From an optimization exercise on the open Yosys and OpenROAD flow, aimed at small area and a short achievable clock period; shortcuts taken in it are not production practice. Function was checked by simulation only, so behaviour that the tests miss may differ from the original. Power is estimated from default activity; no workload was simulated.

### design/flow/config.mk
export PLATFORM = sky130hd
export DESIGN_NAME = multiply_accumulate
export DESIGN_NICKNAME = multiply_accumulate
export VERILOG_FILES = /design/flow/design.v
export SDC_FILE = /design/flow/constraint.sdc
export NUM_CORES = 4
export LEC_CHECK = 0
export CAP_MARGIN = 20
export CORE_MARGIN = 2
export CORE_UTILIZATION = 65
export CTS_BUF_LIST = sky130_fd_sc_hd__clkbuf_8
export CTS_CLUSTER_DIAMETER = 60
export CTS_CLUSTER_SIZE = 15
export SETUP_SLACK_MARGIN = 2.0
export SLEW_MARGIN = 20
export TNS_END_PERCENT = 5
### design/flow/constraint.sdc
create_clock -name core_clock -period 4.5 [get_ports {clk}]
set_input_delay 0.9000 -clock core_clock [delete_from_list [all_inputs] [get_ports {clk}]]
set_output_delay 0.9000 -clock core_clock [all_outputs]
set_load 0.01 [all_outputs]
### design/flow/design.v
module multiplier_int(clk, a, one, two, neg, b, p);
  input clk;
  input [15:0] a;
  input [7:0] one, two, neg;
  input [15:0] b;
  output [31:0] p;
  reg [15:0] a_r;
  reg [7:0] one_r, two_r, neg_r;
  wire pp0_0;
  wire pp0_1;
  wire pp0_2;
  wire pp0_3;
  wire pp0_4;
  wire pp0_5;
  wire pp0_6;
  wire pp0_7;
  wire pp0_8;
  wire pp0_9;
  wire pp0_10;
  wire pp0_11;
  wire pp0_12;
  wire pp0_13;
  wire pp0_14;
  wire pp0_15;
  wire pp0_16;
  wire pp1_0;
  wire pp1_1;
  wire pp1_2;
  wire pp1_3;
  wire pp1_4;
  wire pp1_5;
  wire pp1_6;
  wire pp1_7;
  wire pp1_8;
  wire pp1_9;
  wire pp1_10;
  wire pp1_11;
  wire pp1_12;
  wire pp1_13;
  wire pp1_14;
  wire pp1_15;
  wire pp1_16;
  wire pp2_0;
  wire pp2_1;
  wire pp2_2;
  wire pp2_3;
  wire pp2_4;
  wire pp2_5;
  wire pp2_6;
  wire pp2_7;
  wire pp2_8;
  wire pp2_9;
  wire pp2_10;
  wire pp2_11;
  wire pp2_12;
  wire pp2_13;
  wire pp2_14;
  wire pp2_15;
  wire pp2_16;
  wire pp3_0;
  wire pp3_1;
  wire pp3_2;
  wire pp3_3;
  wire pp3_4;
  wire pp3_5;
  wire pp3_6;
  wire pp3_7;
  wire pp3_8;
  wire pp3_9;
  wire pp3_10;
  wire pp3_11;
  wire pp3_12;
  wire pp3_13;
  wire pp3_14;
  wire pp3_15;
  wire pp3_16;
  wire pp4_0;
  wire pp4_1;
  wire pp4_2;
  wire pp4_3;
  wire pp4_4;
  wire pp4_5;
  wire pp4_6;
  wire pp4_7;
  wire pp4_8;
  wire pp4_9;
  wire pp4_10;
  wire pp4_11;
  wire pp4_12;
  wire pp4_13;
  wire pp4_14;
  wire pp4_15;
  wire pp4_16;
  wire pp5_0;
  wire pp5_1;
  wire pp5_2;
  wire pp5_3;
  wire pp5_4;
  wire pp5_5;
  wire pp5_6;
  wire pp5_7;
  wire pp5_8;
  wire pp5_9;
  wire pp5_10;
  wire pp5_11;
  wire pp5_12;
  wire pp5_13;
  wire pp5_14;
  wire pp5_15;
  wire pp5_16;
  wire pp6_0;
  wire pp6_1;
  wire pp6_2;
  wire pp6_3;
  wire pp6_4;
  wire pp6_5;
  wire pp6_6;
  wire pp6_7;
  wire pp6_8;
  wire pp6_9;
  wire pp6_10;
  wire pp6_11;
  wire pp6_12;
  wire pp6_13;
  wire pp6_14;
  wire pp6_15;
  wire pp6_16;
  wire pp7_0;
  wire pp7_1;
  wire pp7_2;
  wire pp7_3;
  wire pp7_4;
  wire pp7_5;
  wire pp7_6;
  wire pp7_7;
  wire pp7_8;
  wire pp7_9;
  wire pp7_10;
  wire pp7_11;
  wire pp7_12;
  wire pp7_13;
  wire pp7_14;
  wire pp7_15;
  wire pp7_16;
  wire s1;
  wire c2;
  wire s3;
  wire c4;
  wire s5;
  wire c6;
  wire s7;
  wire c8;
  wire s9;
  wire c10;
  wire s11;
  wire c12;
  wire s13;
  wire c14;
  wire s15;
  wire c16;
  wire s17;
  wire c18;
  wire s19;
  wire c20;
  wire s21;
  wire c22;
  wire s23;
  wire c24;
  wire s25;
  wire c26;
  wire s27;
  wire c28;
  wire s29;
  wire c30;
  wire s31;
  wire c32;
  wire s33;
  wire c34;
  wire s35;
  wire c36;
  wire s37;
  wire c38;
  wire s39;
  wire c40;
  wire s41;
  wire c42;
  wire s43;
  wire c44;
  wire s45;
  wire c46;
  wire s47;
  wire c48;
  wire s49;
  wire c50;
  wire s51;
  wire c52;
  wire s53;
  wire c54;
  wire s55;
  wire c56;
  wire s57;
  wire c58;
  wire s59;
  wire c60;
  wire s61;
  wire c62;
  wire s63;
  wire c64;
  wire s65;
  wire c66;
  wire s67;
  wire c68;
  wire s69;
  wire c70;
  wire s71;
  wire c72;
  wire s73;
  wire c74;
  wire s75;
  wire c76;
  wire s77;
  wire c78;
  wire s79;
  wire c80;
  wire s81;
  wire c82;
  wire s83;
  wire c84;
  wire s85;
  wire c86;
  wire s87;
  wire c88;
  wire s89;
  wire c90;
  wire s91;
  wire c92;
  wire s93;
  wire c94;
  wire s95;
  wire c96;
  wire s97;
  wire c98;
  wire s99;
  wire c100;
  wire s101;
  wire c102;
  wire s103;
  wire c104;
  wire s105;
  wire c106;
  wire s107;
  wire c108;
  wire s109;
  wire c110;
  wire s111;
  wire c112;
  wire s113;
  wire c114;
  wire s115;
  wire c116;
  wire s117;
  wire c118;
  wire s119;
  wire c120;
  wire s121;
  wire c122;
  wire s123;
  wire c124;
  wire s125;
  wire c126;
  wire s127;
  wire c128;
  wire s129;
  wire c130;
  wire s131;
  wire c132;
  wire s133;
  wire c134;
  wire s135;
  wire c136;
  wire s137;
  wire c138;
  wire s139;
  wire c140;
  wire s141;
  wire c142;
  wire s143;
  wire c144;
  wire s145;
  wire c146;
  wire s147;
  wire c148;
  wire s149;
  wire c150;
  wire s151;
  wire c152;
  wire s153;
  wire c154;
  wire s155;
  wire c156;
  wire s157;
  wire c158;
  wire s159;
  wire c160;
  wire s161;
  wire c162;
  wire s163;
  wire c164;
  wire s165;
  wire c166;
  wire s167;
  wire c168;
  wire s169;
  wire c170;
  wire s171;
  wire c172;
  wire s173;
  wire c174;
  wire s175;
  wire c176;
  wire s177;
  wire c178;
  wire s179;
  wire c180;
  wire s181;
  wire c182;
  wire s183;
  wire c184;
  wire s185;
  wire c186;
  wire s187;
  wire c188;
  wire s189;
  wire c190;
  wire s191;
  wire c192;
  wire s193;
  wire c194;
  wire s195;
  wire c196;
  wire s197;
  wire c198;
  wire s199;
  wire c200;
  wire s201;
  wire c202;
  wire s203;
  wire c204;
  wire s205;
  wire c206;
  wire s207;
  wire c208;
  wire s209;
  wire c210;
  wire s211;
  wire c212;
  wire s213;
  wire c214;
  wire s215;
  wire c216;
  wire s217;
  wire c218;
  wire s219;
  wire c220;
  wire s221;
  wire c222;
  wire s223;
  wire c224;
  reg t3_0_0;
  reg t3_0_1;
  reg t3_1_0;
  reg t3_2_0;
  reg t3_2_1;
  reg t3_2_2;
  reg t3_3_0;
  reg t3_3_1;
  reg t3_4_0;
  reg t3_4_1;
  reg t3_4_2;
  reg t3_5_0;
  reg t3_5_1;
  reg t3_5_2;
  reg t3_6_0;
  reg t3_6_1;
  reg t3_6_2;
  reg t3_7_0;
  reg t3_7_1;
  reg t3_7_2;
  reg t3_8_0;
  reg t3_8_1;
  reg t3_8_2;
  reg t3_9_0;
  reg t3_9_1;
  reg t3_9_2;
  reg t3_10_0;
  reg t3_10_1;
  reg t3_10_2;
  reg t3_11_0;
  reg t3_11_1;
  reg t3_11_2;
  reg t3_12_0;
  reg t3_12_1;
  reg t3_12_2;
  reg t3_13_0;
  reg t3_13_1;
  reg t3_13_2;
  reg t3_14_0;
  reg t3_14_1;
  reg t3_14_2;
  reg t3_15_0;
  reg t3_15_1;
  reg t3_15_2;
  reg t3_16_0;
  reg t3_16_1;
  reg t3_16_2;
  reg t3_17_0;
  reg t3_17_1;
  reg t3_17_2;
  reg t3_18_0;
  reg t3_18_1;
  reg t3_18_2;
  reg t3_19_0;
  reg t3_19_1;
  reg t3_19_2;
  reg t3_20_0;
  reg t3_20_1;
  reg t3_20_2;
  reg t3_21_0;
  reg t3_21_1;
  reg t3_21_2;
  reg t3_22_0;
  reg t3_22_1;
  reg t3_22_2;
  reg t3_23_0;
  reg t3_23_1;
  reg t3_23_2;
  reg t3_24_0;
  reg t3_24_1;
  reg t3_24_2;
  reg t3_25_0;
  reg t3_25_1;
  reg t3_25_2;
  reg t3_26_0;
  reg t3_26_1;
  reg t3_26_2;
  reg t3_27_0;
  reg t3_27_2;
  reg t3_28_0;
  reg t3_28_1;
  reg t3_28_2;
  reg t3_29_0;
  reg t3_30_0;
  always @(posedge clk) begin
    a_r <= a;
    one_r <= one; two_r <= two; neg_r <= neg;
    t3_0_0 <= pp0_0;
    t3_0_1 <= neg_r[0];
    t3_1_0 <= pp0_1;
    t3_2_0 <= pp0_2;
    t3_2_1 <= pp1_0;
    t3_2_2 <= neg_r[1];
    t3_3_0 <= pp0_3;
    t3_3_1 <= pp1_1;
    t3_4_0 <= s121;
    t3_4_1 <= pp2_0;
    t3_4_2 <= neg_r[2];
    t3_5_0 <= s123;
    t3_5_1 <= pp2_1;
    t3_5_2 <= c122;
    t3_6_0 <= s125;
    t3_6_1 <= neg_r[3];
    t3_6_2 <= c124;
    t3_7_0 <= s127;
    t3_7_1 <= c50;
    t3_7_2 <= c126;
    t3_8_0 <= s129;
    t3_8_1 <= c52;
    t3_8_2 <= c128;
    t3_9_0 <= s131;
    t3_9_1 <= c56;
    t3_9_2 <= c130;
    t3_10_0 <= s133;
    t3_10_1 <= c60;
    t3_10_2 <= c132;
    t3_11_0 <= s135;
    t3_11_1 <= c64;
    t3_11_2 <= c134;
    t3_12_0 <= s137;
    t3_12_1 <= c68;
    t3_12_2 <= c136;
    t3_13_0 <= s139;
    t3_13_1 <= c72;
    t3_13_2 <= c138;
    t3_14_0 <= s141;
    t3_14_1 <= c76;
    t3_14_2 <= c140;
    t3_15_0 <= s143;
    t3_15_1 <= c80;
    t3_15_2 <= c142;
    t3_16_0 <= s145;
    t3_16_1 <= c84;
    t3_16_2 <= c144;
    t3_17_0 <= s147;
    t3_17_1 <= c88;
    t3_17_2 <= c146;
    t3_18_0 <= s149;
    t3_18_1 <= c92;
    t3_18_2 <= c148;
    t3_19_0 <= s151;
    t3_19_1 <= c96;
    t3_19_2 <= c150;
    t3_20_0 <= s153;
    t3_20_1 <= c100;
    t3_20_2 <= c152;
    t3_21_0 <= s155;
    t3_21_1 <= c104;
    t3_21_2 <= c154;
    t3_22_0 <= s157;
    t3_22_1 <= c108;
    t3_22_2 <= c156;
    t3_23_0 <= s159;
    t3_23_1 <= c112;
    t3_23_2 <= c158;
    t3_24_0 <= s161;
    t3_24_1 <= c116;
    t3_24_2 <= c160;
    t3_25_0 <= s163;
    t3_25_1 <= c118;
    t3_25_2 <= c162;
    t3_26_0 <= s165;
    t3_26_1 <= c120;
    t3_26_2 <= c164;
    t3_27_0 <= s167;
    t3_27_2 <= c166;
    t3_28_0 <= pp6_16;
    t3_28_1 <= pp7_14;
    t3_28_2 <= c168;
    t3_29_0 <= pp7_15;
    t3_30_0 <= pp7_16;
  end
  assign pp0_0 = (one_r[0] & a_r[0]) ^ neg_r[0];
  assign pp0_1 = ((one_r[0] & a_r[1]) | (two_r[0] & a_r[0])) ^ neg_r[0];
  assign pp0_2 = ((one_r[0] & a_r[2]) | (two_r[0] & a_r[1])) ^ neg_r[0];
  assign pp0_3 = ((one_r[0] & a_r[3]) | (two_r[0] & a_r[2])) ^ neg_r[0];
  assign pp0_4 = ((one_r[0] & a_r[4]) | (two_r[0] & a_r[3])) ^ neg_r[0];
  assign pp0_5 = ((one_r[0] & a_r[5]) | (two_r[0] & a_r[4])) ^ neg_r[0];
  assign pp0_6 = ((one_r[0] & a_r[6]) | (two_r[0] & a_r[5])) ^ neg_r[0];
  assign pp0_7 = ((one_r[0] & a_r[7]) | (two_r[0] & a_r[6])) ^ neg_r[0];
  assign pp0_8 = ((one_r[0] & a_r[8]) | (two_r[0] & a_r[7])) ^ neg_r[0];
  assign pp0_9 = ((one_r[0] & a_r[9]) | (two_r[0] & a_r[8])) ^ neg_r[0];
  assign pp0_10 = ((one_r[0] & a_r[10]) | (two_r[0] & a_r[9])) ^ neg_r[0];
  assign pp0_11 = ((one_r[0] & a_r[11]) | (two_r[0] & a_r[10])) ^ neg_r[0];
  assign pp0_12 = ((one_r[0] & a_r[12]) | (two_r[0] & a_r[11])) ^ neg_r[0];
  assign pp0_13 = ((one_r[0] & a_r[13]) | (two_r[0] & a_r[12])) ^ neg_r[0];
  assign pp0_14 = ((one_r[0] & a_r[14]) | (two_r[0] & a_r[13])) ^ neg_r[0];
  assign pp0_15 = ((one_r[0] & a_r[15]) | (two_r[0] & a_r[14])) ^ neg_r[0];
  assign pp0_16 = ~(((one_r[0] & a_r[15]) | (two_r[0] & a_r[15])) ^ neg_r[0]);
  assign pp1_0 = (one_r[1] & a_r[0]) ^ neg_r[1];
  assign pp1_1 = ((one_r[1] & a_r[1]) | (two_r[1] & a_r[0])) ^ neg_r[1];
  assign pp1_2 = ((one_r[1] & a_r[2]) | (two_r[1] & a_r[1])) ^ neg_r[1];
  assign pp1_3 = ((one_r[1] & a_r[3]) | (two_r[1] & a_r[2])) ^ neg_r[1];
  assign pp1_4 = ((one_r[1] & a_r[4]) | (two_r[1] & a_r[3])) ^ neg_r[1];
  assign pp1_5 = ((one_r[1] & a_r[5]) | (two_r[1] & a_r[4])) ^ neg_r[1];
  assign pp1_6 = ((one_r[1] & a_r[6]) | (two_r[1] & a_r[5])) ^ neg_r[1];
  assign pp1_7 = ((one_r[1] & a_r[7]) | (two_r[1] & a_r[6])) ^ neg_r[1];
  assign pp1_8 = ((one_r[1] & a_r[8]) | (two_r[1] & a_r[7])) ^ neg_r[1];
  assign pp1_9 = ((one_r[1] & a_r[9]) | (two_r[1] & a_r[8])) ^ neg_r[1];
  assign pp1_10 = ((one_r[1] & a_r[10]) | (two_r[1] & a_r[9])) ^ neg_r[1];
  assign pp1_11 = ((one_r[1] & a_r[11]) | (two_r[1] & a_r[10])) ^ neg_r[1];
  assign pp1_12 = ((one_r[1] & a_r[12]) | (two_r[1] & a_r[11])) ^ neg_r[1];
  assign pp1_13 = ((one_r[1] & a_r[13]) | (two_r[1] & a_r[12])) ^ neg_r[1];
  assign pp1_14 = ((one_r[1] & a_r[14]) | (two_r[1] & a_r[13])) ^ neg_r[1];
  assign pp1_15 = ((one_r[1] & a_r[15]) | (two_r[1] & a_r[14])) ^ neg_r[1];
  assign pp1_16 = ~(((one_r[1] & a_r[15]) | (two_r[1] & a_r[15])) ^ neg_r[1]);
  assign pp2_0 = (one_r[2] & a_r[0]) ^ neg_r[2];
  assign pp2_1 = ((one_r[2] & a_r[1]) | (two_r[2] & a_r[0])) ^ neg_r[2];
  assign pp2_2 = ((one_r[2] & a_r[2]) | (two_r[2] & a_r[1])) ^ neg_r[2];
  assign pp2_3 = ((one_r[2] & a_r[3]) | (two_r[2] & a_r[2])) ^ neg_r[2];
  assign pp2_4 = ((one_r[2] & a_r[4]) | (two_r[2] & a_r[3])) ^ neg_r[2];
  assign pp2_5 = ((one_r[2] & a_r[5]) | (two_r[2] & a_r[4])) ^ neg_r[2];
  assign pp2_6 = ((one_r[2] & a_r[6]) | (two_r[2] & a_r[5])) ^ neg_r[2];
  assign pp2_7 = ((one_r[2] & a_r[7]) | (two_r[2] & a_r[6])) ^ neg_r[2];
  assign pp2_8 = ((one_r[2] & a_r[8]) | (two_r[2] & a_r[7])) ^ neg_r[2];
  assign pp2_9 = ((one_r[2] & a_r[9]) | (two_r[2] & a_r[8])) ^ neg_r[2];
  assign pp2_10 = ((one_r[2] & a_r[10]) | (two_r[2] & a_r[9])) ^ neg_r[2];
  assign pp2_11 = ((one_r[2] & a_r[11]) | (two_r[2] & a_r[10])) ^ neg_r[2];
  assign pp2_12 = ((one_r[2] & a_r[12]) | (two_r[2] & a_r[11])) ^ neg_r[2];
  assign pp2_13 = ((one_r[2] & a_r[13]) | (two_r[2] & a_r[12])) ^ neg_r[2];
  assign pp2_14 = ((one_r[2] & a_r[14]) | (two_r[2] & a_r[13])) ^ neg_r[2];
  assign pp2_15 = ((one_r[2] & a_r[15]) | (two_r[2] & a_r[14])) ^ neg_r[2];
  assign pp2_16 = ~(((one_r[2] & a_r[15]) | (two_r[2] & a_r[15])) ^ neg_r[2]);
  assign pp3_0 = (one_r[3] & a_r[0]) ^ neg_r[3];
  assign pp3_1 = ((one_r[3] & a_r[1]) | (two_r[3] & a_r[0])) ^ neg_r[3];
  assign pp3_2 = ((one_r[3] & a_r[2]) | (two_r[3] & a_r[1])) ^ neg_r[3];
  assign pp3_3 = ((one_r[3] & a_r[3]) | (two_r[3] & a_r[2])) ^ neg_r[3];
  assign pp3_4 = ((one_r[3] & a_r[4]) | (two_r[3] & a_r[3])) ^ neg_r[3];
  assign pp3_5 = ((one_r[3] & a_r[5]) | (two_r[3] & a_r[4])) ^ neg_r[3];
  assign pp3_6 = ((one_r[3] & a_r[6]) | (two_r[3] & a_r[5])) ^ neg_r[3];
  assign pp3_7 = ((one_r[3] & a_r[7]) | (two_r[3] & a_r[6])) ^ neg_r[3];
  assign pp3_8 = ((one_r[3] & a_r[8]) | (two_r[3] & a_r[7])) ^ neg_r[3];
  assign pp3_9 = ((one_r[3] & a_r[9]) | (two_r[3] & a_r[8])) ^ neg_r[3];
  assign pp3_10 = ((one_r[3] & a_r[10]) | (two_r[3] & a_r[9])) ^ neg_r[3];
  assign pp3_11 = ((one_r[3] & a_r[11]) | (two_r[3] & a_r[10])) ^ neg_r[3];
  assign pp3_12 = ((one_r[3] & a_r[12]) | (two_r[3] & a_r[11])) ^ neg_r[3];
  assign pp3_13 = ((one_r[3] & a_r[13]) | (two_r[3] & a_r[12])) ^ neg_r[3];
  assign pp3_14 = ((one_r[3] & a_r[14]) | (two_r[3] & a_r[13])) ^ neg_r[3];
  assign pp3_15 = ((one_r[3] & a_r[15]) | (two_r[3] & a_r[14])) ^ neg_r[3];
  assign pp3_16 = ~(((one_r[3] & a_r[15]) | (two_r[3] & a_r[15])) ^ neg_r[3]);
  assign pp4_0 = (one_r[4] & a_r[0]) ^ neg_r[4];
  assign pp4_1 = ((one_r[4] & a_r[1]) | (two_r[4] & a_r[0])) ^ neg_r[4];
  assign pp4_2 = ((one_r[4] & a_r[2]) | (two_r[4] & a_r[1])) ^ neg_r[4];
  assign pp4_3 = ((one_r[4] & a_r[3]) | (two_r[4] & a_r[2])) ^ neg_r[4];
  assign pp4_4 = ((one_r[4] & a_r[4]) | (two_r[4] & a_r[3])) ^ neg_r[4];
  assign pp4_5 = ((one_r[4] & a_r[5]) | (two_r[4] & a_r[4])) ^ neg_r[4];
  assign pp4_6 = ((one_r[4] & a_r[6]) | (two_r[4] & a_r[5])) ^ neg_r[4];
  assign pp4_7 = ((one_r[4] & a_r[7]) | (two_r[4] & a_r[6])) ^ neg_r[4];
  assign pp4_8 = ((one_r[4] & a_r[8]) | (two_r[4] & a_r[7])) ^ neg_r[4];
  assign pp4_9 = ((one_r[4] & a_r[9]) | (two_r[4] & a_r[8])) ^ neg_r[4];
  assign pp4_10 = ((one_r[4] & a_r[10]) | (two_r[4] & a_r[9])) ^ neg_r[4];
  assign pp4_11 = ((one_r[4] & a_r[11]) | (two_r[4] & a_r[10])) ^ neg_r[4];
  assign pp4_12 = ((one_r[4] & a_r[12]) | (two_r[4] & a_r[11])) ^ neg_r[4];
  assign pp4_13 = ((one_r[4] & a_r[13]) | (two_r[4] & a_r[12])) ^ neg_r[4];
  assign pp4_14 = ((one_r[4] & a_r[14]) | (two_r[4] & a_r[13])) ^ neg_r[4];
  assign pp4_15 = ((one_r[4] & a_r[15]) | (two_r[4] & a_r[14])) ^ neg_r[4];
  assign pp4_16 = ~(((one_r[4] & a_r[15]) | (two_r[4] & a_r[15])) ^ neg_r[4]);
  assign pp5_0 = (one_r[5] & a_r[0]) ^ neg_r[5];
  assign pp5_1 = ((one_r[5] & a_r[1]) | (two_r[5] & a_r[0])) ^ neg_r[5];
  assign pp5_2 = ((one_r[5] & a_r[2]) | (two_r[5] & a_r[1])) ^ neg_r[5];
  assign pp5_3 = ((one_r[5] & a_r[3]) | (two_r[5] & a_r[2])) ^ neg_r[5];
  assign pp5_4 = ((one_r[5] & a_r[4]) | (two_r[5] & a_r[3])) ^ neg_r[5];
  assign pp5_5 = ((one_r[5] & a_r[5]) | (two_r[5] & a_r[4])) ^ neg_r[5];
  assign pp5_6 = ((one_r[5] & a_r[6]) | (two_r[5] & a_r[5])) ^ neg_r[5];
  assign pp5_7 = ((one_r[5] & a_r[7]) | (two_r[5] & a_r[6])) ^ neg_r[5];
  assign pp5_8 = ((one_r[5] & a_r[8]) | (two_r[5] & a_r[7])) ^ neg_r[5];
  assign pp5_9 = ((one_r[5] & a_r[9]) | (two_r[5] & a_r[8])) ^ neg_r[5];
  assign pp5_10 = ((one_r[5] & a_r[10]) | (two_r[5] & a_r[9])) ^ neg_r[5];
  assign pp5_11 = ((one_r[5] & a_r[11]) | (two_r[5] & a_r[10])) ^ neg_r[5];
  assign pp5_12 = ((one_r[5] & a_r[12]) | (two_r[5] & a_r[11])) ^ neg_r[5];
  assign pp5_13 = ((one_r[5] & a_r[13]) | (two_r[5] & a_r[12])) ^ neg_r[5];
  assign pp5_14 = ((one_r[5] & a_r[14]) | (two_r[5] & a_r[13])) ^ neg_r[5];
  assign pp5_15 = ((one_r[5] & a_r[15]) | (two_r[5] & a_r[14])) ^ neg_r[5];
  assign pp5_16 = ~(((one_r[5] & a_r[15]) | (two_r[5] & a_r[15])) ^ neg_r[5]);
  assign pp6_0 = (one_r[6] & a_r[0]) ^ neg_r[6];
  assign pp6_1 = ((one_r[6] & a_r[1]) | (two_r[6] & a_r[0])) ^ neg_r[6];
  assign pp6_2 = ((one_r[6] & a_r[2]) | (two_r[6] & a_r[1])) ^ neg_r[6];
  assign pp6_3 = ((one_r[6] & a_r[3]) | (two_r[6] & a_r[2])) ^ neg_r[6];
  assign pp6_4 = ((one_r[6] & a_r[4]) | (two_r[6] & a_r[3])) ^ neg_r[6];
  assign pp6_5 = ((one_r[6] & a_r[5]) | (two_r[6] & a_r[4])) ^ neg_r[6];
  assign pp6_6 = ((one_r[6] & a_r[6]) | (two_r[6] & a_r[5])) ^ neg_r[6];
  assign pp6_7 = ((one_r[6] & a_r[7]) | (two_r[6] & a_r[6])) ^ neg_r[6];
  assign pp6_8 = ((one_r[6] & a_r[8]) | (two_r[6] & a_r[7])) ^ neg_r[6];
  assign pp6_9 = ((one_r[6] & a_r[9]) | (two_r[6] & a_r[8])) ^ neg_r[6];
  assign pp6_10 = ((one_r[6] & a_r[10]) | (two_r[6] & a_r[9])) ^ neg_r[6];
  assign pp6_11 = ((one_r[6] & a_r[11]) | (two_r[6] & a_r[10])) ^ neg_r[6];
  assign pp6_12 = ((one_r[6] & a_r[12]) | (two_r[6] & a_r[11])) ^ neg_r[6];
  assign pp6_13 = ((one_r[6] & a_r[13]) | (two_r[6] & a_r[12])) ^ neg_r[6];
  assign pp6_14 = ((one_r[6] & a_r[14]) | (two_r[6] & a_r[13])) ^ neg_r[6];
  assign pp6_15 = ((one_r[6] & a_r[15]) | (two_r[6] & a_r[14])) ^ neg_r[6];
  assign pp6_16 = ~(((one_r[6] & a_r[15]) | (two_r[6] & a_r[15])) ^ neg_r[6]);
  assign pp7_0 = (one_r[7] & a_r[0]) ^ neg_r[7];
  assign pp7_1 = ((one_r[7] & a_r[1]) | (two_r[7] & a_r[0])) ^ neg_r[7];
  assign pp7_2 = ((one_r[7] & a_r[2]) | (two_r[7] & a_r[1])) ^ neg_r[7];
  assign pp7_3 = ((one_r[7] & a_r[3]) | (two_r[7] & a_r[2])) ^ neg_r[7];
  assign pp7_4 = ((one_r[7] & a_r[4]) | (two_r[7] & a_r[3])) ^ neg_r[7];
  assign pp7_5 = ((one_r[7] & a_r[5]) | (two_r[7] & a_r[4])) ^ neg_r[7];
  assign pp7_6 = ((one_r[7] & a_r[6]) | (two_r[7] & a_r[5])) ^ neg_r[7];
  assign pp7_7 = ((one_r[7] & a_r[7]) | (two_r[7] & a_r[6])) ^ neg_r[7];
  assign pp7_8 = ((one_r[7] & a_r[8]) | (two_r[7] & a_r[7])) ^ neg_r[7];
  assign pp7_9 = ((one_r[7] & a_r[9]) | (two_r[7] & a_r[8])) ^ neg_r[7];
  assign pp7_10 = ((one_r[7] & a_r[10]) | (two_r[7] & a_r[9])) ^ neg_r[7];
  assign pp7_11 = ((one_r[7] & a_r[11]) | (two_r[7] & a_r[10])) ^ neg_r[7];
  assign pp7_12 = ((one_r[7] & a_r[12]) | (two_r[7] & a_r[11])) ^ neg_r[7];
  assign pp7_13 = ((one_r[7] & a_r[13]) | (two_r[7] & a_r[12])) ^ neg_r[7];
  assign pp7_14 = ((one_r[7] & a_r[14]) | (two_r[7] & a_r[13])) ^ neg_r[7];
  assign pp7_15 = ((one_r[7] & a_r[15]) | (two_r[7] & a_r[14])) ^ neg_r[7];
  assign pp7_16 = ~(((one_r[7] & a_r[15]) | (two_r[7] & a_r[15])) ^ neg_r[7]);
  assign s1 = pp0_10 ^ pp1_8;
  assign c2 = pp0_10 & pp1_8;
  assign s3 = pp0_11 ^ pp1_9;
  assign c4 = pp0_11 & pp1_9;
  assign s5 = pp0_12 ^ pp1_10 ^ pp2_8;
  assign c6 = (pp0_12 & pp1_10) | (pp0_12 & pp2_8) | (pp1_10 & pp2_8);
  assign s7 = pp3_6 ^ pp4_4;
  assign c8 = pp3_6 & pp4_4;
  assign s9 = pp0_13 ^ pp1_11 ^ pp2_9;
  assign c10 = (pp0_13 & pp1_11) | (pp0_13 & pp2_9) | (pp1_11 & pp2_9);
  assign s11 = pp3_7 ^ pp4_5;
  assign c12 = pp3_7 & pp4_5;
  assign s13 = pp0_14 ^ pp1_12 ^ pp2_10;
  assign c14 = (pp0_14 & pp1_12) | (pp0_14 & pp2_10) | (pp1_12 & pp2_10);
  assign s15 = pp3_8 ^ pp4_6 ^ pp5_4;
  assign c16 = (pp3_8 & pp4_6) | (pp3_8 & pp5_4) | (pp4_6 & pp5_4);
  assign s17 = pp6_2 ^ pp7_0;
  assign c18 = pp6_2 & pp7_0;
  assign s19 = pp0_15 ^ pp1_13 ^ pp2_11;
  assign c20 = (pp0_15 & pp1_13) | (pp0_15 & pp2_11) | (pp1_13 & pp2_11);
  assign s21 = pp3_9 ^ pp4_7 ^ pp5_5;
  assign c22 = (pp3_9 & pp4_7) | (pp3_9 & pp5_5) | (pp4_7 & pp5_5);
  assign s23 = pp6_3 ^ pp7_1;
  assign c24 = pp6_3 & pp7_1;
  assign s25 = pp0_16 ^ pp1_14 ^ pp2_12;
  assign c26 = (pp0_16 & pp1_14) | (pp0_16 & pp2_12) | (pp1_14 & pp2_12);
  assign s27 = pp3_10 ^ pp4_8 ^ pp5_6;
  assign c28 = (pp3_10 & pp4_8) | (pp3_10 & pp5_6) | (pp4_8 & pp5_6);
  assign s29 = pp6_4 ^ pp7_2 ^ 1'b1;
  assign c30 = (pp6_4 & pp7_2) | (pp6_4 & 1'b1) | (pp7_2 & 1'b1);
  assign s31 = pp1_15 ^ pp2_13 ^ pp3_11;
  assign c32 = (pp1_15 & pp2_13) | (pp1_15 & pp3_11) | (pp2_13 & pp3_11);
  assign s33 = pp4_9 ^ pp5_7 ^ pp6_5;
  assign c34 = (pp4_9 & pp5_7) | (pp4_9 & pp6_5) | (pp5_7 & pp6_5);
  assign s35 = pp7_3 ^ 1'b1;
  assign c36 = pp7_3 & 1'b1;
  assign s37 = pp1_16 ^ pp2_14 ^ pp3_12;
  assign c38 = (pp1_16 & pp2_14) | (pp1_16 & pp3_12) | (pp2_14 & pp3_12);
  assign s39 = pp4_10 ^ pp5_8 ^ pp6_6;
  assign c40 = (pp4_10 & pp5_8) | (pp4_10 & pp6_6) | (pp5_8 & pp6_6);
  assign s41 = pp2_15 ^ pp3_13 ^ pp4_11;
  assign c42 = (pp2_15 & pp3_13) | (pp2_15 & pp4_11) | (pp3_13 & pp4_11);
  assign s43 = pp5_9 ^ pp6_7;
  assign c44 = pp5_9 & pp6_7;
  assign s45 = pp2_16 ^ pp3_14 ^ pp4_12;
  assign c46 = (pp2_16 & pp3_14) | (pp2_16 & pp4_12) | (pp3_14 & pp4_12);
  assign s47 = pp3_15 ^ pp4_13;
  assign c48 = pp3_15 & pp4_13;
  assign s49 = pp0_6 ^ pp1_4;
  assign c50 = pp0_6 & pp1_4;
  assign s51 = pp0_7 ^ pp1_5;
  assign c52 = pp0_7 & pp1_5;
  assign s53 = pp0_8 ^ pp1_6 ^ pp2_4;
  assign c54 = (pp0_8 & pp1_6) | (pp0_8 & pp2_4) | (pp1_6 & pp2_4);
  assign s55 = pp3_2 ^ pp4_0;
  assign c56 = pp3_2 & pp4_0;
  assign s57 = pp0_9 ^ pp1_7 ^ pp2_5;
  assign c58 = (pp0_9 & pp1_7) | (pp0_9 & pp2_5) | (pp1_7 & pp2_5);
  assign s59 = pp3_3 ^ pp4_1;
  assign c60 = pp3_3 & pp4_1;
  assign s61 = s1 ^ pp2_6 ^ pp3_4;
  assign c62 = (s1 & pp2_6) | (s1 & pp3_4) | (pp2_6 & pp3_4);
  assign s63 = pp4_2 ^ pp5_0 ^ neg_r[5];
  assign c64 = (pp4_2 & pp5_0) | (pp4_2 & neg_r[5]) | (pp5_0 & neg_r[5]);
  assign s65 = s3 ^ pp2_7 ^ pp3_5;
  assign c66 = (s3 & pp2_7) | (s3 & pp3_5) | (pp2_7 & pp3_5);
  assign s67 = pp4_3 ^ pp5_1 ^ c2;
  assign c68 = (pp4_3 & pp5_1) | (pp4_3 & c2) | (pp5_1 & c2);
  assign s69 = s5 ^ s7 ^ pp5_2;
  assign c70 = (s5 & s7) | (s5 & pp5_2) | (s7 & pp5_2);
  assign s71 = pp6_0 ^ neg_r[6] ^ c4;
  assign c72 = (pp6_0 & neg_r[6]) | (pp6_0 & c4) | (neg_r[6] & c4);
  assign s73 = s9 ^ s11 ^ pp5_3;
  assign c74 = (s9 & s11) | (s9 & pp5_3) | (s11 & pp5_3);
  assign s75 = pp6_1 ^ c6 ^ c8;
  assign c76 = (pp6_1 & c6) | (pp6_1 & c8) | (c6 & c8);
  assign s77 = s13 ^ s15 ^ s17;
  assign c78 = (s13 & s15) | (s13 & s17) | (s15 & s17);
  assign s79 = neg_r[7] ^ c10 ^ c12;
  assign c80 = (neg_r[7] & c10) | (neg_r[7] & c12) | (c10 & c12);
  assign s81 = s19 ^ s21 ^ s23;
  assign c82 = (s19 & s21) | (s19 & s23) | (s21 & s23);
  assign s83 = c14 ^ c16 ^ c18;
  assign c84 = (c14 & c16) | (c14 & c18) | (c16 & c18);
  assign s85 = s25 ^ s27 ^ s29;
  assign c86 = (s25 & s27) | (s25 & s29) | (s27 & s29);
  assign s87 = c20 ^ c22 ^ c24;
  assign c88 = (c20 & c22) | (c20 & c24) | (c22 & c24);
  assign s89 = s31 ^ s33 ^ s35;
  assign c90 = (s31 & s33) | (s31 & s35) | (s33 & s35);
  assign s91 = c26 ^ c28 ^ c30;
  assign c92 = (c26 & c28) | (c26 & c30) | (c28 & c30);
  assign s93 = s37 ^ s39 ^ pp7_4;
  assign c94 = (s37 & s39) | (s37 & pp7_4) | (s39 & pp7_4);
  assign s95 = c32 ^ c34 ^ c36;
  assign c96 = (c32 & c34) | (c32 & c36) | (c34 & c36);
  assign s97 = s41 ^ s43 ^ pp7_5;
  assign c98 = (s41 & s43) | (s41 & pp7_5) | (s43 & pp7_5);
  assign s99 = 1'b1 ^ c38 ^ c40;
  assign c100 = (1'b1 & c38) | (1'b1 & c40) | (c38 & c40);
  assign s101 = s45 ^ pp5_10 ^ pp6_8;
  assign c102 = (s45 & pp5_10) | (s45 & pp6_8) | (pp5_10 & pp6_8);
  assign s103 = pp7_6 ^ c42 ^ c44;
  assign c104 = (pp7_6 & c42) | (pp7_6 & c44) | (c42 & c44);
  assign s105 = s47 ^ pp5_11 ^ pp6_9;
  assign c106 = (s47 & pp5_11) | (s47 & pp6_9) | (pp5_11 & pp6_9);
  assign s107 = pp7_7 ^ 1'b1 ^ c46;
  assign c108 = (pp7_7 & 1'b1) | (pp7_7 & c46) | (1'b1 & c46);
  assign s109 = pp3_16 ^ pp4_14 ^ pp5_12;
  assign c110 = (pp3_16 & pp4_14) | (pp3_16 & pp5_12) | (pp4_14 & pp5_12);
  assign s111 = pp6_10 ^ pp7_8 ^ c48;
  assign c112 = (pp6_10 & pp7_8) | (pp6_10 & c48) | (pp7_8 & c48);
  assign s113 = pp4_15 ^ pp5_13 ^ pp6_11;
  assign c114 = (pp4_15 & pp5_13) | (pp4_15 & pp6_11) | (pp5_13 & pp6_11);
  assign s115 = pp7_9 ^ 1'b1;
  assign c116 = pp7_9 & 1'b1;
  assign s117 = pp4_16 ^ pp5_14 ^ pp6_12;
  assign c118 = (pp4_16 & pp5_14) | (pp4_16 & pp6_12) | (pp5_14 & pp6_12);
  assign s119 = pp5_15 ^ pp6_13;
  assign c120 = pp5_15 & pp6_13;
  assign s121 = pp0_4 ^ pp1_2;
  assign c122 = pp0_4 & pp1_2;
  assign s123 = pp0_5 ^ pp1_3;
  assign c124 = pp0_5 & pp1_3;
  assign s125 = s49 ^ pp2_2 ^ pp3_0;
  assign c126 = (s49 & pp2_2) | (s49 & pp3_0) | (pp2_2 & pp3_0);
  assign s127 = s51 ^ pp2_3 ^ pp3_1;
  assign c128 = (s51 & pp2_3) | (s51 & pp3_1) | (pp2_3 & pp3_1);
  assign s129 = s53 ^ s55 ^ neg_r[4];
  assign c130 = (s53 & s55) | (s53 & neg_r[4]) | (s55 & neg_r[4]);
  assign s131 = s57 ^ s59 ^ c54;
  assign c132 = (s57 & s59) | (s57 & c54) | (s59 & c54);
  assign s133 = s61 ^ s63 ^ c58;
  assign c134 = (s61 & s63) | (s61 & c58) | (s63 & c58);
  assign s135 = s65 ^ s67 ^ c62;
  assign c136 = (s65 & s67) | (s65 & c62) | (s67 & c62);
  assign s137 = s69 ^ s71 ^ c66;
  assign c138 = (s69 & s71) | (s69 & c66) | (s71 & c66);
  assign s139 = s73 ^ s75 ^ c70;
  assign c140 = (s73 & s75) | (s73 & c70) | (s75 & c70);
  assign s141 = s77 ^ s79 ^ c74;
  assign c142 = (s77 & s79) | (s77 & c74) | (s79 & c74);
  assign s143 = s81 ^ s83 ^ c78;
  assign c144 = (s81 & s83) | (s81 & c78) | (s83 & c78);
  assign s145 = s85 ^ s87 ^ c82;
  assign c146 = (s85 & s87) | (s85 & c82) | (s87 & c82);
  assign s147 = s89 ^ s91 ^ c86;
  assign c148 = (s89 & s91) | (s89 & c86) | (s91 & c86);
  assign s149 = s93 ^ s95 ^ c90;
  assign c150 = (s93 & s95) | (s93 & c90) | (s95 & c90);
  assign s151 = s97 ^ s99 ^ c94;
  assign c152 = (s97 & s99) | (s97 & c94) | (s99 & c94);
  assign s153 = s101 ^ s103 ^ c98;
  assign c154 = (s101 & s103) | (s101 & c98) | (s103 & c98);
  assign s155 = s105 ^ s107 ^ c102;
  assign c156 = (s105 & s107) | (s105 & c102) | (s107 & c102);
  assign s157 = s109 ^ s111 ^ c106;
  assign c158 = (s109 & s111) | (s109 & c106) | (s111 & c106);
  assign s159 = s113 ^ s115 ^ c110;
  assign c160 = (s113 & s115) | (s113 & c110) | (s115 & c110);
  assign s161 = s117 ^ pp7_10 ^ c114;
  assign c162 = (s117 & pp7_10) | (s117 & c114) | (pp7_10 & c114);
  assign s163 = s119 ^ pp7_11 ^ 1'b1;
  assign c164 = (s119 & pp7_11) | (s119 & 1'b1) | (pp7_11 & 1'b1);
  assign s165 = pp5_16 ^ pp6_14 ^ pp7_12;
  assign c166 = (pp5_16 & pp6_14) | (pp5_16 & pp7_12) | (pp6_14 & pp7_12);
  assign s167 = pp6_15 ^ pp7_13;
  assign c168 = pp6_15 & pp7_13;
  assign s169 = t3_2_0 ^ t3_2_1;
  assign c170 = t3_2_0 & t3_2_1;
  assign s171 = t3_3_0 ^ t3_3_1;
  assign c172 = t3_3_0 & t3_3_1;
  assign s173 = t3_4_0 ^ t3_4_1 ^ t3_4_2;
  assign c174 = (t3_4_0 & t3_4_1) | (t3_4_0 & t3_4_2) | (t3_4_1 & t3_4_2);
  assign s175 = t3_5_0 ^ t3_5_1 ^ t3_5_2;
  assign c176 = (t3_5_0 & t3_5_1) | (t3_5_0 & t3_5_2) | (t3_5_1 & t3_5_2);
  assign s177 = t3_6_0 ^ t3_6_1 ^ t3_6_2;
  assign c178 = (t3_6_0 & t3_6_1) | (t3_6_0 & t3_6_2) | (t3_6_1 & t3_6_2);
  assign s179 = t3_7_0 ^ t3_7_1 ^ t3_7_2;
  assign c180 = (t3_7_0 & t3_7_1) | (t3_7_0 & t3_7_2) | (t3_7_1 & t3_7_2);
  assign s181 = t3_8_0 ^ t3_8_1 ^ t3_8_2;
  assign c182 = (t3_8_0 & t3_8_1) | (t3_8_0 & t3_8_2) | (t3_8_1 & t3_8_2);
  assign s183 = t3_9_0 ^ t3_9_1 ^ t3_9_2;
  assign c184 = (t3_9_0 & t3_9_1) | (t3_9_0 & t3_9_2) | (t3_9_1 & t3_9_2);
  assign s185 = t3_10_0 ^ t3_10_1 ^ t3_10_2;
  assign c186 = (t3_10_0 & t3_10_1) | (t3_10_0 & t3_10_2) | (t3_10_1 & t3_10_2);
  assign s187 = t3_11_0 ^ t3_11_1 ^ t3_11_2;
  assign c188 = (t3_11_0 & t3_11_1) | (t3_11_0 & t3_11_2) | (t3_11_1 & t3_11_2);
  assign s189 = t3_12_0 ^ t3_12_1 ^ t3_12_2;
  assign c190 = (t3_12_0 & t3_12_1) | (t3_12_0 & t3_12_2) | (t3_12_1 & t3_12_2);
  assign s191 = t3_13_0 ^ t3_13_1 ^ t3_13_2;
  assign c192 = (t3_13_0 & t3_13_1) | (t3_13_0 & t3_13_2) | (t3_13_1 & t3_13_2);
  assign s193 = t3_14_0 ^ t3_14_1 ^ t3_14_2;
  assign c194 = (t3_14_0 & t3_14_1) | (t3_14_0 & t3_14_2) | (t3_14_1 & t3_14_2);
  assign s195 = t3_15_0 ^ t3_15_1 ^ t3_15_2;
  assign c196 = (t3_15_0 & t3_15_1) | (t3_15_0 & t3_15_2) | (t3_15_1 & t3_15_2);
  assign s197 = t3_16_0 ^ t3_16_1 ^ t3_16_2;
  assign c198 = (t3_16_0 & t3_16_1) | (t3_16_0 & t3_16_2) | (t3_16_1 & t3_16_2);
  assign s199 = t3_17_0 ^ t3_17_1 ^ t3_17_2;
  assign c200 = (t3_17_0 & t3_17_1) | (t3_17_0 & t3_17_2) | (t3_17_1 & t3_17_2);
  assign s201 = t3_18_0 ^ t3_18_1 ^ t3_18_2;
  assign c202 = (t3_18_0 & t3_18_1) | (t3_18_0 & t3_18_2) | (t3_18_1 & t3_18_2);
  assign s203 = t3_19_0 ^ t3_19_1 ^ t3_19_2;
  assign c204 = (t3_19_0 & t3_19_1) | (t3_19_0 & t3_19_2) | (t3_19_1 & t3_19_2);
  assign s205 = t3_20_0 ^ t3_20_1 ^ t3_20_2;
  assign c206 = (t3_20_0 & t3_20_1) | (t3_20_0 & t3_20_2) | (t3_20_1 & t3_20_2);
  assign s207 = t3_21_0 ^ t3_21_1 ^ t3_21_2;
  assign c208 = (t3_21_0 & t3_21_1) | (t3_21_0 & t3_21_2) | (t3_21_1 & t3_21_2);
  assign s209 = t3_22_0 ^ t3_22_1 ^ t3_22_2;
  assign c210 = (t3_22_0 & t3_22_1) | (t3_22_0 & t3_22_2) | (t3_22_1 & t3_22_2);
  assign s211 = t3_23_0 ^ t3_23_1 ^ t3_23_2;
  assign c212 = (t3_23_0 & t3_23_1) | (t3_23_0 & t3_23_2) | (t3_23_1 & t3_23_2);
  assign s213 = t3_24_0 ^ t3_24_1 ^ t3_24_2;
  assign c214 = (t3_24_0 & t3_24_1) | (t3_24_0 & t3_24_2) | (t3_24_1 & t3_24_2);
  assign s215 = t3_25_0 ^ t3_25_1 ^ t3_25_2;
  assign c216 = (t3_25_0 & t3_25_1) | (t3_25_0 & t3_25_2) | (t3_25_1 & t3_25_2);
  assign s217 = t3_26_0 ^ t3_26_1 ^ t3_26_2;
  assign c218 = (t3_26_0 & t3_26_1) | (t3_26_0 & t3_26_2) | (t3_26_1 & t3_26_2);
  assign s219 = t3_27_0 ^ 1'b1 ^ t3_27_2;
  assign c220 = (t3_27_0 & 1'b1) | (t3_27_0 & t3_27_2) | (1'b1 & t3_27_2);
  assign s221 = t3_28_0 ^ t3_28_1 ^ t3_28_2;
  assign c222 = (t3_28_0 & t3_28_1) | (t3_28_0 & t3_28_2) | (t3_28_1 & t3_28_2);
  assign s223 = t3_29_0 ^ 1'b1;
  assign c224 = t3_29_0 & 1'b1;
  wire [31:0] rowA = {1'b1, t3_30_0, s223, s221, s219, s217, s215, s213, s211, s209, s207, s205, s203, s201, s199, s197, s195, s193, s191, s189, s187, s185, s183, s181, s179, s177, s175, s173, s171, s169, t3_1_0, t3_0_0};
  wire [31:0] rowB = {1'b0, c224, c222, c220, c218, c216, c214, c212, c210, c208, c206, c204, c202, c200, c198, c196, c194, c192, c190, c188, c186, c184, c182, c180, c178, c176, c174, c172, c170, t3_2_2, 1'b0, t3_0_1};
  assign p = rowA + rowB;
endmodule
module multiply_accumulate(
  clk,
  aresetn,
  reset,
  data,
  multi,
  result,
  overflow
);
  parameter I_OPP_W = 16;
  parameter O_OPP_W = 2 * I_OPP_W;
  input clk;
  input aresetn;
  input reset;
  input [I_OPP_W - 1:0] data;
  input [I_OPP_W - 1:0] multi;
  output reg [O_OPP_W - 1:0] result;
  output reg overflow;
  wire [16:0] bx = {multi, 1'b0};
  wire [7:0] one, two, neg;
  genvar g;
  generate for (g = 0; g < 8; g = g + 1) begin : enc
    assign one[g] = bx[2*g+1] ^ bx[2*g];
    assign two[g] = (bx[2*g+2] & ~bx[2*g+1] & ~bx[2*g]) | (~bx[2*g+2] & bx[2*g+1] & bx[2*g]);
    assign neg[g] = bx[2*g+2];
  end endgenerate
  wire [31:0] prod;
  multiplier_int u0(.clk(clk), .a(data), .one(one), .two(two), .neg(neg), .b(multi), .p(prod));
  localparam ND = 15;
  reg [30:0] pd [0:ND-2];
  integer i;
  always @(posedge clk) begin
    pd[0] <= prod[30:0];
    for (i = 1; i < ND - 1; i = i + 1)
      pd[i] <= pd[i-1];
  end
  wire [30:0] pp = pd[ND-2];
  wire [31:0] pfull = {pp[30] & (|pp[29:0]), pp};
  reg [4:0] cnt;
  reg [31:0] q;
  always @(posedge clk, negedge aresetn) begin
    if (aresetn == 0) begin
      cnt <= 0;
      q <= 0;
    end else begin
      if (cnt != 5'd16)
        cnt <= cnt + 5'd1;
      q <= (cnt == 5'd16) ? pfull : 32'd0;
    end
  end
  always @(posedge clk, negedge aresetn) begin
    if (aresetn == 0) begin
      result <= 0;
      overflow <= 0;
    end else if (reset == 1) begin
      result <= 0;
      overflow <= 0;
    end else begin
      result <= result + q;
      overflow <= result[O_OPP_W - 1] ^ q[31];
    end
  end
endmodule
### design/flow/run.sh
#!/bin/bash
# synth_recipe.tcl (not shown) runs the flow's synth.tcl, then flattens the netlist and writes it again
# the make line also repeats each setting of config.mk as NAME=value (left out here)
make -C /OpenROAD-flow-scripts/flow DESIGN_CONFIG=/design/flow/config.mk WORK_HOME=/design/flow/orfs CLKGATE_MAP_FILE= SYNTH_SCRIPT=/design/flow/synth_recipe.tcl finish
==> results of run 1 <==
==> sequential cells by signal (all words and copies together) (netlist names), 5 cells and up <==
register  flops
pd          434
u0.one_r      8
u0.two_r      8
cnt           5
u0.neg_r      8
q            32
result       32
u0.a_r       16
==> layer usage <==
| layer | up-vias | wire length, microns |
|---|---|---|
| met5 | - | 0 |
| met4 | 0 | 1580 |
| met3 | 104 | 1750 |
| met2 | 351 | 20100 |
| met1 | 6261 | 16000 |
| li1 | 6248 | - |
==> cell type report <==
type,count,area share
Clock buffer,53,0.0291
Clock inverter,22,0.00863
Inverter,84,0.0126
Multi-Input combinational cell,978,0.353
Sequential cell,628,0.520
Tap cell,448,0.0224
Timing Repair Buffer,157,0.0546
==> cells by family after synthesis <==
group           count (synthesis)  synth area share
flops                         628             0.589
mux                             9           0.00456
fa+ha+maj                     171             0.127
xor+xnor                      194            0.0775
simple gates                  253            0.0591
compound gates                351             0.110
buf+inv                       187            0.0330
==> stage by stage <==
stage | area, sq um | hold WS (ns)
after detailed placement | 23000 | 0.312
after global routing | 25100 | 0.319
after global placement | 23000 | 0.310
after CTS | 24500 | 0.301
after floorplan | 22500 | 0.310
final | 25100 | 0.314
==> placed cells by master (no fill, tap or decap), types with 41 or more instances in the layout <==
cell type | synthesis | layout
dfxtp_1 | 558 | 524
xnor2_1 | 124 | 122
inv_1 | 84 | 89
a22oi_1 | 124 | 87
fa_1 | 85 | 84
buf_4 | 0 | 79
ha_1 | 86 | 71
dfrtp_1 | 70 | 70
xor2_1 | 70 | 67
clkdlybuf4s50_1 | 0 | 66
a21oi_1 | 68 | 63
nand2_1 | 57 | 57
nor2_1 | 55 | 55
clkbuf_8 | 0 | 53
o21ai_0 | 46 | 41
==> worst paths after layout <==
check                           from          to  slack [ns]  depth (start not counted)
max                        result[1]  result[30]        1.89                          8
min                         pd[4][1]    pd[5][1]        0.31                          0
max reg2reg                result[1]  result[30]        1.89                          8
min reg2reg                 pd[4][1]    pd[5][1]        0.31                          0
max in group asynchronous    aresetn  result[27]        3.23                          2
min in group asynchronous    aresetn   result[3]        0.32                          1
==> timing repair <==
| action | CTS | global route |
|---|---|---|
| setup buffers | 23 | 54 |
| setup endpoints to repair | 58 | 61 |
| gates resized for setup | 112 | 34 |
| hold buffers | 0 | 0 |
| pin swaps | 18 | 11 |
==> power by group through the flow <==
stage          clock network, mW  registers (mW)  logic, mW
4_1_cts                     3.09            9.08       8.53
5_1_grt                     3.31            9.25       9.76
2_1_floorplan                  0            8.84       5.99
3_5_place_dp                   0            9.19       7.73
3_3_place_gp                   0            9.06       7.57
6_report                    2.97            8.99       8.79
==> summary.txt, run 1 <==
- Sort of element at the end of the critical path: register
- CTS root buf: clkbuf_8
- Dominant cell type by area after synthesis: dfxtp_1
- CTS clock-pin slew for the worst setup and hold paths: 0.09 ns
- Number of buffers inserted by port buffering: 67
- Relative slew margins: 0.532
- VDD IR-drop max: 0.369 mV
- Register area: around 0.013 sq mm
- Met1 routing resource usage after global routing: 0.265
- Global-route usage over all layers: 0.224
- First-pass DRT Iterations: 5
- Reported max-cap violation count: 0
- Antenna violations before repair: 0
- Leakage power total: approximately 10 nW
- Clock sink total: 628
- Post-synthesis register bit count: 628
- Final sum of negative setup slack: 0 ns
- Number of instances in the placed design: 2,218
- Unrepaired setup endpoints after global routing: yes
- Total design power: 20.8 mW
- Source-to-sink clock delay at the later pin of the worst-skew pair: 0.62 ns
- Switching power as a share of total power: 0.361
- Kind of critical path: register to register
- Die boundary height: between 150 and 200 microns
- Busiest metal layer after global routing: met2
- Power density over the cells: 828 mW/mm^2
- CTS buffer count: between 50 and 60
- Arrival time worst endpoint: 3.12 ns
- Global-route wire length before repair: 64,300 microns
- Multi-input logic area: 0.00885 sq mm
- Net Switching: 7.49 mW
- Global Route met2 Usage: 0.399
- Largest net degree at the start of global routing: 42
- Die width: about 190 microns
- Class of the tightest hold or removal check: register to register
- Total of warnings raised by yosys: 3
- Sequential power share: 0.433
- Setup Viol. Count Final: 0
- Area of the mapped netlist: 0.0219 sq mm
- Number of placement rows: between 60 and 70
- Top-count cell post-synth: dfxtp_1
- Post-detailed-route wirelength per cell: 16.6 microns
- Largest driver fanout on the critical path: 3
- Number of non-filler instances in the completed layout: 2,370
- Core region area: 0.0334 sq mm
- Final weighted congestion in routability-driven placement: 0.894
- Final-layout fill cell count: roughly 2,200
- Gate power share: 0.424
- Worst Setup Slack post-DPL: between 1 and 1.5 ns
- Final critical-path setup slack: 1.89 ns
- First DRT Iteration DRCs: 674
- Share of flip-flops with an asynchronous set or reset after synthesis: 0.111
- Largest buffer count on any clock path: 3
- Area growth from synthesis to layout: 14.3%
- Antenna-violating nets left: 0
- Final period demand of the worst path: 2.61 ns
- Fraction of final layout cells with drive strength greater than 1: 0.153
- Max Freq: 0.383 GHz
- Total congestion overflow: 0
- Startpoint class of the critical path: register
- Total via count after detailed routing: 13,000
- Number of failing hold endpoints at the final stage: 0
- Primary flip-flop cell chosen by synthesis mapping: dfxtp_1
- Data required time at the worst endpoint: 5.01 ns
- Drt drc: 0
- Area of the die: 0.0352 sq mm
- EDFF count, synth: 0
- Initial Utilization: 0.657
- Cell family contributing the most delay on the critical path: compound AO/OA/AOI/OAI gates
- Post-detail-place hpwl: between 20,000 and 30,000 microns
- Cell internal power dissipation: around 13 mW
- Sequential fraction of the synthesis area: 0.589
- Ordered list of cells on the worst path: buf_4 > fa_2 > a21o_1 > a221o_1 > a22oi_2 > a211oi_4 > a31oi_1 > mux2_2
- Number of nets in the finished design: 2,108
- Run status: finished clean
- Post-route fraction of the period consumed by the critical path: 0.581
- Via count normalized by instance count: about 5.5
- # diodes: 0
- TritonCTS clock tree: built
- Number of H-tree branching levels: 2
- Worst clock skew: 0.0237 ns
- Met3 track utilization from global routing: 0.0357
- Top post-synthesis cells by count: dfxtp_1 (558), a22oi_1 (124), xnor2_1 (124)
- Pins over their slew limit: 0
- Vias in the first global route: 13,200
- Final core utilization: 0.752
- Leading cell types by total area after synthesis: dfxtp_1 (51%), dfrtp_1 (8.0%), fa_1 (7.8%), xnor2_1 (5.0%), ha_1 (4.9%)
- Number of different library cells in the post-synthesis netlist: 62
- Synth top area share: 0.509
- Aggregate routed wire length: 39,400 microns
- Synthesized instance count: 1,793
- Post-synthesis average cell area: 12.2 sq um
- Slew @ Worst Pin: 0.698 ns
- Top-Level Pins: 68
- Crit path buffers/inverters: 1
- Maximum single-stage delay on the critical path: 0.41 ns
- Crit-path slowest cell: fa_2
- Post-Syn Nets: roughly 2,000
- Relative contribution of the clock network to total power: 0.143
==> run 2, diff against run 1 <==
--- a/design/flow/config.mk
+++ b/design/flow/config.mk
@@ -13,4 +13,3 @@
 export CTS_CLUSTER_SIZE = 15
 export SETUP_SLACK_MARGIN = 2.0
 export SLEW_MARGIN = 20
-export TNS_END_PERCENT = 5
==> run 2 against run 1 <==
Sequential power barely moved. Synthesized cell count is the same. Combinational power increased by 16%. Core utilization rose by 2.1 points. Cell area increased by 2.8%. Global-route usage up 0.18 points. First-iteration DRC count rose by 6.7%. Clock power is 3% higher.
==> summary.txt, run 2 <==
- Setup Viol. Count Final: 0 (unchanged)
- Origin of the worst setup path: q[1]
- Clock sink total: 628 (unchanged)
- Antenna-violating nets left: 0 (unchanged)
- Startpoint class of the critical path: register
- First DRT Iteration DRCs: 719 (+6.7%)
- Met1 routing resource usage after global routing: 0.260 (-0.00518)
- EDFF count, synth: 0 (unchanged)
- TritonCTS clock tree: built
- Count of cells along the worst register-to-register path: 7 (-1)
- Leading cell types by total area after synthesis: dfxtp_1 (51%), dfrtp_1 (8.0%), fa_1 (7.8%), xnor2_1 (5.0%), ha_1 (4.9%)
- Run status: finished clean
- Area growth from synthesis to layout: 17.5%
- Dominant cell type by area after synthesis: dfxtp_1
- CTS root buf: clkbuf_8
- Data required time at the worst endpoint: 5.01 ns (about the same)
- Reported max-cap violation count: 0 (unchanged)
- # diodes: 0 (unchanged)
- Die width: 188 microns (unchanged)
- Global-route wire length before repair: 64,500 microns (+0.21%)
- Aggregate routed wire length: 41,100 microns (+4.4%)
- Number of placement rows: 67 (unchanged)
- Total of warnings raised by yosys: 3 (unchanged)
- Final sum of negative setup slack: 0 ns (unchanged)
- Vias in the first global route: 13,400 (+0.97%)
- Drt drc: 0 (unchanged)
- Relative slew margins: 0.530 (-0.00258)
- First-pass DRT Iterations: 5 (unchanged)
- Kind of critical path: register to register
- Most common library cell in the layout ignoring fill and taps: dfxtp_1
- Number of H-tree branching levels: 2 (unchanged)
- Fraction of final layout cells with drive strength greater than 1: 0.195 (+0.0422)
- RR Startpoint: q[1]
- Via count normalized by instance count: 5.53 (+1.1%)
- Final core utilization: 0.773 (+0.0210)
- Final weighted congestion in routability-driven placement: 0.909 (+1.7%)
- Max Freq: 0.378 GHz (-1.3%)
- Unrepaired setup endpoints after global routing: yes
- Largest registers: pd (434), q (32), result (32)
- Antenna violations before repair: 0 (unchanged)
- Total via count after detailed routing: 13,200 (+2.0%)
- Sort of element at the end of the critical path: register
- Share of flip-flops with an asynchronous set or reset after synthesis: 0.111 (unchanged)
- Post-Syn Nets: 1,999 (unchanged)
- Register with the most flip-flops: pd
- Post-route fraction of the period consumed by the critical path: 0.588 (+0.00765)
- Number of failing hold endpoints at the final stage: 0 (unchanged)
- Global-route usage over all layers: 0.226 (+0.00183)
- Synthesized instance count: 1,793 (unchanged)
- Core region area: 0.0334 sq mm (unchanged)
- Hold buffer count at CTS: 0 (unchanged)
- Synth top area share: 0.509 (unchanged)
- Largest driver fanout on the critical path: 4 (+1)
- Pins over their slew limit: 0 (unchanged)
- Post-synthesis average cell area: 12.2 sq um (unchanged)
- Source-to-sink clock delay at the later pin of the worst-skew pair: 0.64 ns (+0.02 ns)
- Worst R2R Setup Slack: 1.85 ns (-0.03 ns)
- Number of different library cells in the post-synthesis netlist: 62 (unchanged)
- Critical R2R Capture: result[25]
- Leakage power total: 10.8 nW (+2.9%)
- Largest net degree at the start of global routing: 41 (-2.4%)
- Primary flip-flop cell chosen by synthesis mapping: dfxtp_1
- Final period demand of the worst path: 2.65 ns (+0.0344 ns)
- Number of flip-flops under the largest register name: 434 (unchanged)
- Met3 track utilization from global routing: 0.0369 (+0.00112)
- Post-synthesis register bit count: 628 (unchanged)
- Area of the die: 0.0352 sq mm (unchanged)
- Top post-synthesis cells by count: dfxtp_1 (558), a22oi_1 (124), xnor2_1 (124)
- Busiest metal layer after global routing: met2
- Initial Utilization: 0.657 (unchanged)
- Largest buffer count on any clock path: 3 (unchanged)
- Arrival time worst endpoint: 3.16 ns (+0.04 ns)
- Last element of the critical path: result[25]
- CTS buffer count: 52 (-1.9%)
- Die boundary height: 188 microns (unchanged)
- Global Route met2 Usage: 0.402 (+0.00299)
- Number of nets in the finished design: 2,124 (+0.76%)
- Worst clock skew: 0.0189 ns (-0.00480 ns)
- Total congestion overflow: 0 (unchanged)
- VDD IR-drop max: 0.504 mV (+37%)
- CTS clock-pin slew for the worst setup and hold paths: 0.09 ns (about the same)
- Class of the tightest hold or removal check: input pin to async pin
- Post-detail-place hpwl: 26,600 microns (about the same)
- Power density over the cells: 862 mW/mm^2 (+4.1%)
- Top-count cell post-synth: dfxtp_1
- Slew @ Worst Pin: 0.706 ns (+0.00767 ns)
- Top-Level Pins: 68 (unchanged)
- Post-detailed-route wirelength per cell: 17.2 microns (+3.6%)
- Commonest cells after routing, fill and taps aside: dfxtp_1 (521), xnor2_1 (118), buf_4 (90)
- Number of buffers inserted by port buffering: 67 (unchanged)
- Area of the mapped netlist: 0.0219 sq mm (unchanged)
- Sequential fraction of the synthesis area: 0.589 (unchanged)
## run 2: cell counts after synthesis
Identical to the previous run, type by type.
## run 2: layout make-up
type | instances | area, sq um
clock buffer | 55 | 757
clock inverter | 23 | 236
fill | 2114 | 7590
inverter | 84 | 315
multi-input combinational | 978 | 9310
sequential | 628 | 13000
tap | 448 | 561
timing repair buffer | 174 | 1550
## run 2: report_power, final
part | internal, mW | leakage (nW) | switching [mW]
logic | 4.57 | 4.68 | 5.58
registers | 8.17 | 5.58 | 0.818
clock network | 1.33 | 0.542 | 1.74
total | 14.1 | 10.8 | 8.14
## run 2: routing by layer
metal,vias to the layer above,wire (microns)
met4,0,2030
met2,419,20700
li1,6293,-
met3,157,1930
met5,-,0
met1,6349,16500
## run 2: worst min-delay path by stage
stage	from	to	slack (ns)	depth (start not counted)
floorplan	pd[9][0]	pd[10][0]	0.31	0
global placement	pd[1][30]	pd[2][30]	0.31	0
global route	pd[10][5]	pd[11][5]	0.32	0
CTS	aresetn	result[1]	0.29	1
detailed placement	pd[11][17]	pd[12][17]	0.31	0
finish	aresetn	result[1]	0.31	1
## run 2: what timing repair did
item | 4_1_cts | 5_1_grt
endpoints found under the hold margin | 0 | 0
resized for setup | 160 | 116
buffers inserted | 51 | 45
setup endpoints to repair | 67 | 59
pin swaps | 35 | 71
## run 2: kinds of logic (layout without fill, tap and decap cells)
logic type                 count (synthesis)  after routing  synth area share
DFF                                      628            628             0.589
AOI/OAI and AO/OA                        351            351             0.110
and+or+nand+nor                          253            253            0.0591
xor gates and xnor gates                 194            194            0.0775
buffers and inverters                    187            336            0.0330
adders and majority gates                171            171             0.127
muxes                                      9              9           0.00456
## run 2: critical path, cell delays in order, from the launching register on
cell and delay, ns:
dfrtp_1 0.44, ha_4 0.26, a211o_1 0.32, a211o_1 0.37, a21o_4 0.25, a2111oi_4 0.40
a31oi_2 0.18, mux2_4 0.32
## run 2: through the flow
stage	cells	hold WS [ns]	power [mW]	instance area [sq um]	setup WS, ns
after CTS	2345	0.286	21.0	24900	1.80
after floorplan	1793	0.310	14.8	22500	1.96
final	2390	0.313	22.2	25800	1.85
after detailed placement	2216	0.312	17.0	23000	1.42
after global placement	2216	0.310	16.6	23000	1.46
after global routing	2390	0.324	23.7	25800	1.79
==> run 3, diff against run 2 <==
--- a/design/flow/config.mk
+++ b/design/flow/config.mk
@@ -13,3 +13,4 @@
 export CTS_CLUSTER_SIZE = 15
 export SETUP_SLACK_MARGIN = 2.0
 export SLEW_MARGIN = 20
+export TNS_END_PERCENT = 1
==> run 3 against run 2 <==
Maximum frequency rose by 0.93%. Clock power is 3% lower. Sequential cell count stayed put. Critical path depth decreased by 1. Via count shrank 3.8%. Worst hold slack got worse by 0.0037 ns. Non-clock buffer count is 68 lower. Largest power group is now sequential cells. Highest routed layer unchanged.
==> summary.txt, run 3 <==
- Antenna violations before repair: 0 (unchanged)
- Maximum single-stage delay on the critical path: 0.60 ns (+0.16 ns)
- Stages on the worst setup path: 6 (-1)
- Fraction of the mapped netlist area in simple logic gates: 0.0591 (unchanged)
- Number of nets in the finished design: 2,057 (-3.2%)
- Initial Utilization: 0.657 (unchanged)
- Area growth from synthesis to layout: 11.8%
- Number of instances in the placed design: 2,218 (+0.090%)
- CTS root buf: clkbuf_8
- Vias in the first global route: 13,200 (-1.2%)
- Largest registers: pd (434), q (32), result (32)
- Number of buffers inserted by port buffering: 67 (unchanged)
- Dominant cell type by area after synthesis: dfxtp_1
- Sequential fraction of the synthesis area: 0.589 (unchanged)
- Worst clock skew: 0.0289 ns (+0.0101 ns)
- Via count normalized by instance count: 5.48 (-0.85%)
- Max Freq: 0.381 GHz (+0.93%)
- Antenna-violating nets left: 0 (unchanged)
- Top-count cell post-synth: dfxtp_1
- Pins over their slew limit: 0 (unchanged)
- Global-route wire length before repair: 64,100 microns (-0.48%)
- Post-synthesis average cell area: 12.2 sq um (unchanged)
- Number of H-tree branching levels: 2 (unchanged)
- Leakage power total: 10.2 nW (-5.5%)
- Crit path buffers/inverters: 1 (+1)
- Run status: finished clean
- Unrepaired setup endpoints after global routing: yes
- Final-layout fill cell count: 2,312 (+9.4%)
- Sort of element at the end of the critical path: register
- Multi-input logic area: 0.00871 sq mm (-6.5%)
- Fraction of the mapped netlist area in adder cells: 0.127 (unchanged)
- Source-to-sink clock delay at the later pin of the worst-skew pair: 0.62 ns (-0.02 ns)
- EDFF count, synth: 0 (unchanged)
- Hold path cells: 0
- Post-Syn Nets: 1,999 (unchanged)
- TritonCTS clock tree: built
- Post-synthesis register bit count: 628 (unchanged)
- Crit-path slowest cell: dfxtp_2
- Most numerous cell on the critical path: fa_1
- Total of warnings raised by yosys: 3 (unchanged)
- First DRT Iteration DRCs: 711 (-1.1%)
- Class of the tightest hold or removal check: register to register
- Ordered list of cells on the worst path: a22oi_2 > xor2_1 > fa_1 > fa_1 > inv_1 > fa_1
- Die width: 188 microns (unchanged)
- Power density over the cells: 839 mW/mm^2 (-2.7%)
- First-pass DRT Iterations: 5 (unchanged)
- Data required time at the worst endpoint: 4.99 ns (-0.02 ns)
- Reported max-cap violation count: 0 (unchanged)
- Final period demand of the worst path: 2.62 ns (-0.0245 ns)
==> run 3: kinds of logic after synthesis <==
logic type / after synthesis
flops: 628
compound gates: 351
simple gates: 253
xor+xnor: 194
buf+inv: 187
fa+ha+maj: 171
mux: 9
==> run 3: power by group <==
part	total [mW]	internal [mW]	switching, mW
registers	9.02	8.18	0.842
logic	8.57	3.72	4.85
clock network	2.97	1.24	1.73
==> run 3: final cells by class <==
type                    instances  share of cell area
flip-flops and latches        628               0.531
multi-input cells             978               0.355
repair buffers                106              0.0393
clock buffers                  53              0.0298
well taps                     448              0.0229
inverters                      84              0.0129
clock inverters                22             0.00883
==> run 3: path summary, 6_finish.rpt <==
kind / end / start / slack, ns
max in group asynchronous: result[27] / aresetn / 3.22
hold reg to reg: pd[5][1] / pd[4][1] / 0.31
setup reg to reg: u0.t3_14_0 / u0.a_r[4] / 1.88
setup / recovery: u0.t3_14_0 / u0.a_r[4] / 1.88
min in group asynchronous: result[3] / aresetn / 0.32
hold / removal: pd[5][1] / pd[4][1] / 0.31
==> run 3: metal layers <==
metal / vias to the layer above / routed length, microns / track usage
met5: - / 0 / 0
met4: 0 / 1390 / 0.0984
met3: 93 / 1750 / 0.0357
met2: 334 / 19400 / 0.401
met1: 6149 / 15600 / 0.265
li1: 6140 / - / -
==> run 3: stage by stage <==
step	total power, mW	setup slack [ns]	utilization	hold WS (ns)	cell area [sq um]
after CTS	20.4	1.88	0.732	0.301	24400
after floorplan	14.8	1.96	-	0.310	22500
after global placement	16.6	1.44	0.689	0.310	23000
after detailed placement	16.9	1.39	0.689	0.312	23000
final	20.6	1.88	0.735	0.309	24500
after global routing	22.1	1.78	0.735	0.322	24500
==> run 3: repair_timing <==
item | 4_1_cts | 5_1_grt
setup endpoints to repair | 58 | 62
setup buffers | 23 | 3
pin swaps | 15 | 3
resized for setup | 96 | 18

## what the ideal ports hide
The flow's constraints put no driver on any port. The routed layouts listed below were extracted and timed again, unchanged, in two steps. Step 1 sets driving cells, clkbuf_16 on the clock port and buf_2 on the other inputs (assumed; they add their load-dependent delay and slew). Step 2 also shifts input and output timing later by t, the mid clock arrival at the registers, as if the neighbouring blocks saw the same clock. Three values: ideal ports, drivers, drivers and shift; two values: the first two.
| run | t, ns | setup WS [ns] |
|---|---|---|
| run 1 | 0.661 | 1.887 / 1.887 / 1.687 |
| run 2 | 0.676 | 1.852 / 1.852 / 1.634 |
| run 3 | 0.661 | 1.877 / 1.877 / 1.678 |
After both steps setup and hold are still met in every run listed.
